This design comes from an exercise in tuning for small area, a short achievable clock period and few clock cycles per item on the open sky130 flow, not from production work. The RTL was checked by simulation tests, not by an equivalence proof against the original design.

## job 9309
## cordicManager
module cordicManager (
  input           clk_i,
  input           nrst_i,
  input   [23:0]  freq_i,
  input           theta_iteration_valid_i,
  input   [11:0]  theta_iteration_i,
  output          dt_Ticks_valid_o,
  output          next_dt_Ticks_o,
  output  [15:0]  dt_Ticks_o
);
Size in the first run: about 3,200 cells after synthesis, roughly 57 I/O pins, ~19,000 sq um of cells after synthesis.
==> flow/config.mk <==
export PLATFORM = sky130hd
export DESIGN_NAME = cordicManager
export DESIGN_NICKNAME = cordicManager
export VERILOG_FILES = /design/flow/design.v
export SDC_FILE = /design/flow/constraint.sdc
export NUM_CORES = 4
export LEC_CHECK = 0
export ABC_AREA = 1
export CAP_MARGIN = 20
export CORE_MARGIN = 2
export CORE_UTILIZATION = 40
export SETUP_SLACK_MARGIN = 3
export SLEW_MARGIN = 20
export SYNTH_MEMORY_MAX_BITS = 65536
==> flow/constraint.sdc <==
create_clock -name core_clock -period 8.0 [get_ports {clk_i}]
set_input_delay 1.6000 -clock core_clock [delete_from_list [all_inputs] [get_ports {clk_i}]]
set_output_delay 1.6000 -clock core_clock [all_outputs]
set_load 0.01 [all_outputs]
run.sh (not shown) runs the stock make flow with config.mk's settings and CLKGATE_MAP_FILE= SYNTH_SCRIPT=/design/flow/synth_recipe.tcl, a recipe that flattens the netlist after the stock synthesis.
Job 9309 finished end to end and its layout was clean on timing, DRC and antenna.
Testbench counts of job 9309, summed over its fixed seeds: cycles 7,160, items 512.
Modified inputs, job 4576 compared to job 9309
Settings: a change of SETUP_SLACK_MARGIN from 3 to 4.
## What came out
Job 4576 vs. job 9309: core utilization moved up, number of distinct library cells after synthesis about even, non-clock buffer count picked up an extra 149, detailed-routing wirelength on met1 dropped about 2.5%. In job 4576 the non-clock buffer share of cell area turned out 4.8 points higher than in job 9309. clkdlybuf4s50_1 as the master of the slowest instance on the critical path was reported by job 9309, and dfxtp_4 by job 4576. Re flip-flop and latch area: job 4576 is about 0.7% up on job 9309. Summary — amount of wire on met3 after detailed routing, job 4576 relative to job 9309: higher, by about 9%.
Setup changes, job 4576 to job 8028
Settings: SETUP_SLACK_MARGIN: 4 -> unset.
Findings:
Every run (job 4576 and job 8028) finished clean. Job 8028 vs job 4576 — final-layout fill cell count rose 479. Compare job 4576 and job 8028 | via count higher: job 4576. Taking job 4576 as the reference, in job 8028 die footprint ~0 delta; worst setup slack lower.


Setup of try-garnet:
cordicManager, a different RTL version from the one above (not shown whole).
Size: ~57 I/O pins, roughly 19000 µm² of cells after synthesis.
make LEC_CHECK=0 ABC_AREA=1 CAP_MARGIN=20 CORE_MARGIN=2 CORE_UTILIZATION=50 SETUP_SLACK_MARGIN=2.5 SLEW_MARGIN=20 SYNTH_MEMORY_MAX_BITS=65536 finish   # period 8.0 ns
Testbench counts of try-garnet, summed over its fixed seeds: cycles 5,624, items 512.
Input changes introduced in try-amber (baseline for comparison: try-garnet):
Settings: CORE_UTILIZATION: 50 -> 35; SETUP_SLACK_MARGIN: 2.5 -> 2.
Findings:
Summary of try-amber over try-garnet: worst hold slack across all endpoints did not really move, share of post-route cells with drive strength above 1 went down, die area went up, share of cell area taken by flip-flops and latches went up, count of placed standard cells including taps went up.
[try-amber vs try-garnet] wire length of the first global-routing pass: lower in try-amber
Run comparison: try-garnet origin of the worst setup path ws_r[12]; try-amber origin of the worst setup path qd_r[3]
--- input diff try-amber..try-violet ---
Settings: a change of CORE_UTILIZATION from 35 to 40; a change of SETUP_SLACK_MARGIN from 2 to 1.5.
The higher cell area after layout of try-violet and try-amber is in try-amber. Taking try-amber as the reference, in try-violet die outline height went down by 6.4%; final critical-path setup slack lost 0.32 ns; final-layout worst hold slack about even. As of try-violet, achievable frequency had fallen by a few percent compared to try-amber. In terms of number of antenna violations at the first check in global routing, try-violet and try-amber differ only marginally.
Input-level comparison between try-juniper and try-violet:
Settings: SETUP_SLACK_MARGIN now 2.5, was 1.5.
--- outcome ---
Cmp try-juniper and try-violet / global-route wire length before repair / lower: try-violet. Summary — post-synthesis to final-layout area growth, try-juniper relative to try-violet: higher, by 4.9 points. Max freq try-violet -> try-juniper: improved. Number of global-route vias before repair (try-juniper vs. try-violet) increases slightly.


v2:
cordicManager, a different RTL version from the one above (not shown whole).
Size: about 150 flip-flops, about 18000 µm² of cells after synthesis.
clock: 8.0 ns
lec_check: 0
cap_margin: 20
core_margin: 2
core_utilization: 40
setup_slack_margin: 3
slew_margin: 20
synth_memory_max_bits: 65536
Testbench counts of v2, summed over its fixed seeds: cycles 7,160, items 512.
The inputs of v10 differ from those of v2 as listed below.
- an added ABC_AREA of 1
- an added TNS_END_PERCENT of 10
- a change of SETUP_SLACK_MARGIN from 3 to 3.5
--- outcome ---
Of v10 and v2, the run reporting the lower number of multi-input combinational cells in the layout was v2. Between v10 and v2, the difference in number of clock sinks is negligible. v10 finished every step from synthesis to the final layout, and the layout passed the timing, design-rule and antenna checks. Sort v10 and v2 by post-route minimum period asc -> top: v10. v10 gives more weighted congestion at the end of routability-driven global placement than v2 did. v10 against v2; routed length on met2 is up by more than 10%. From v2 to v10 the numbers moved as follows: ratio of final minimum period to clock period moved down. res_r[0]$_DFF_P_ as the endpoint of the worst setup timing path was reported by v10, and dt_r[14]$_DFF_P_ by v2.
[inputs] v42 vs v10
- TNS_END_PERCENT no longer set, was 10
- SETUP_SLACK_MARGIN now 3, was 3.5
Results
Lower maximum frequency among v10 and v42: v42
Of the two candidates, v10 has the worse DRC violation total after the first TritonRoute iteration and v42 the better one.
Edits applied to the flow inputs when going from v42 to v26:
- TNS_END_PERCENT now 10, previously not set
### Flow results
- v26 vs v42, worst setup path endpoint: res_r[0]$_DFF_P_ vs base_r[4]$_DFF_P_
- Diff v42..v26 | clock tree buffer count of the final layout | unchanged
- | register-to-register slack | v42 vs v26 | ≈ equal |
- Via count (higher): v42
- There was hardly any difference in total area of multi-input combinational cells between v26 and v42.
- Sort v26 and v42 by total wirelength of the detailed-routed design, descending, and v42 comes first.
- Diff v42 -> v26: count of fill cells added during filler insertion neither gained nor lost much, final critical delay including setup and external delays picked up an extra 0.027 ns, synthesized cell count neither gained nor lost much.
- v26 and v42 ended up with nearly the same register clock-pin slew on the reported worst setup and hold paths.
- Between v26 and v42, the first-pass iteration count of the detailed router is higher for v42.

==> afterwards: timing with drivers on the ports <==
How much do the figures lean on ideal ports? The routed layouts below were timed once more, with nothing changed but the port constraints.
Step 1: set_driving_cell puts a clkbuf_16 on clk_i and a buf_2 on each other input, an assumption about the parent block.
Step 2 moves the port delays by t, midway between the first and last clock arrival at a register: inputs arrive t later, outputs are due t later. That takes back most of the time a late clock gives input paths.
Slacks: ideal / step 1 / step 2; pairs: ideal / step 1.
run	shift t [ns]	slack for setup (ns)	hold slack, ns	worst data-port slew with drivers (ns)	pins driven straight from the clock port
job 9309	0.500	3.075 / 3.070 / 2.570	0.545 / 0.545 / 0.545	0.10	1
job 4576	0.496	3.317 / 3.317 / 3.317	0.549 / 0.549 / 0.549	0.11	1
job 8028	0.494	2.273 / 2.273 / 2.273	0.545 / 0.545 / 0.545	0.11	1
try-garnet	0.512	2.445 / 2.445 / 2.197	0.518 / 0.518 / 0.518	0.04	1
try-amber	0.504	2.464 / 2.464 / 2.111	0.516 / 0.516 / 0.516	0.04	1
try-violet	0.518	2.148 / 2.148 / 2.077	0.517 / 0.517 / 0.517	0.06	1
try-juniper	0.520	2.591 / 2.617 / 2.098	0.517 / 0.517 / 0.517	0.06	1
v2	0.487	1.822 / 1.822 / 1.822	0.525 / 0.525 / 0.525	0.04	1
v10	0.520	3.208 / 3.233 / 2.713	0.550 / 0.550 / 0.550	0.03	1
v42	0.513	2.998 / 3.023 / 2.510	0.557 / 0.557 / 0.557	0.04	1
v26	0.512	2.971 / 2.993 / 2.482	0.557 / 0.557 / 0.557	0.04	1
After both steps setup and hold are still met in every run listed. For job 9309, which loses most, drivers alone change the setup slack by -0.005 ns; drivers and shift together by -0.505 ns.
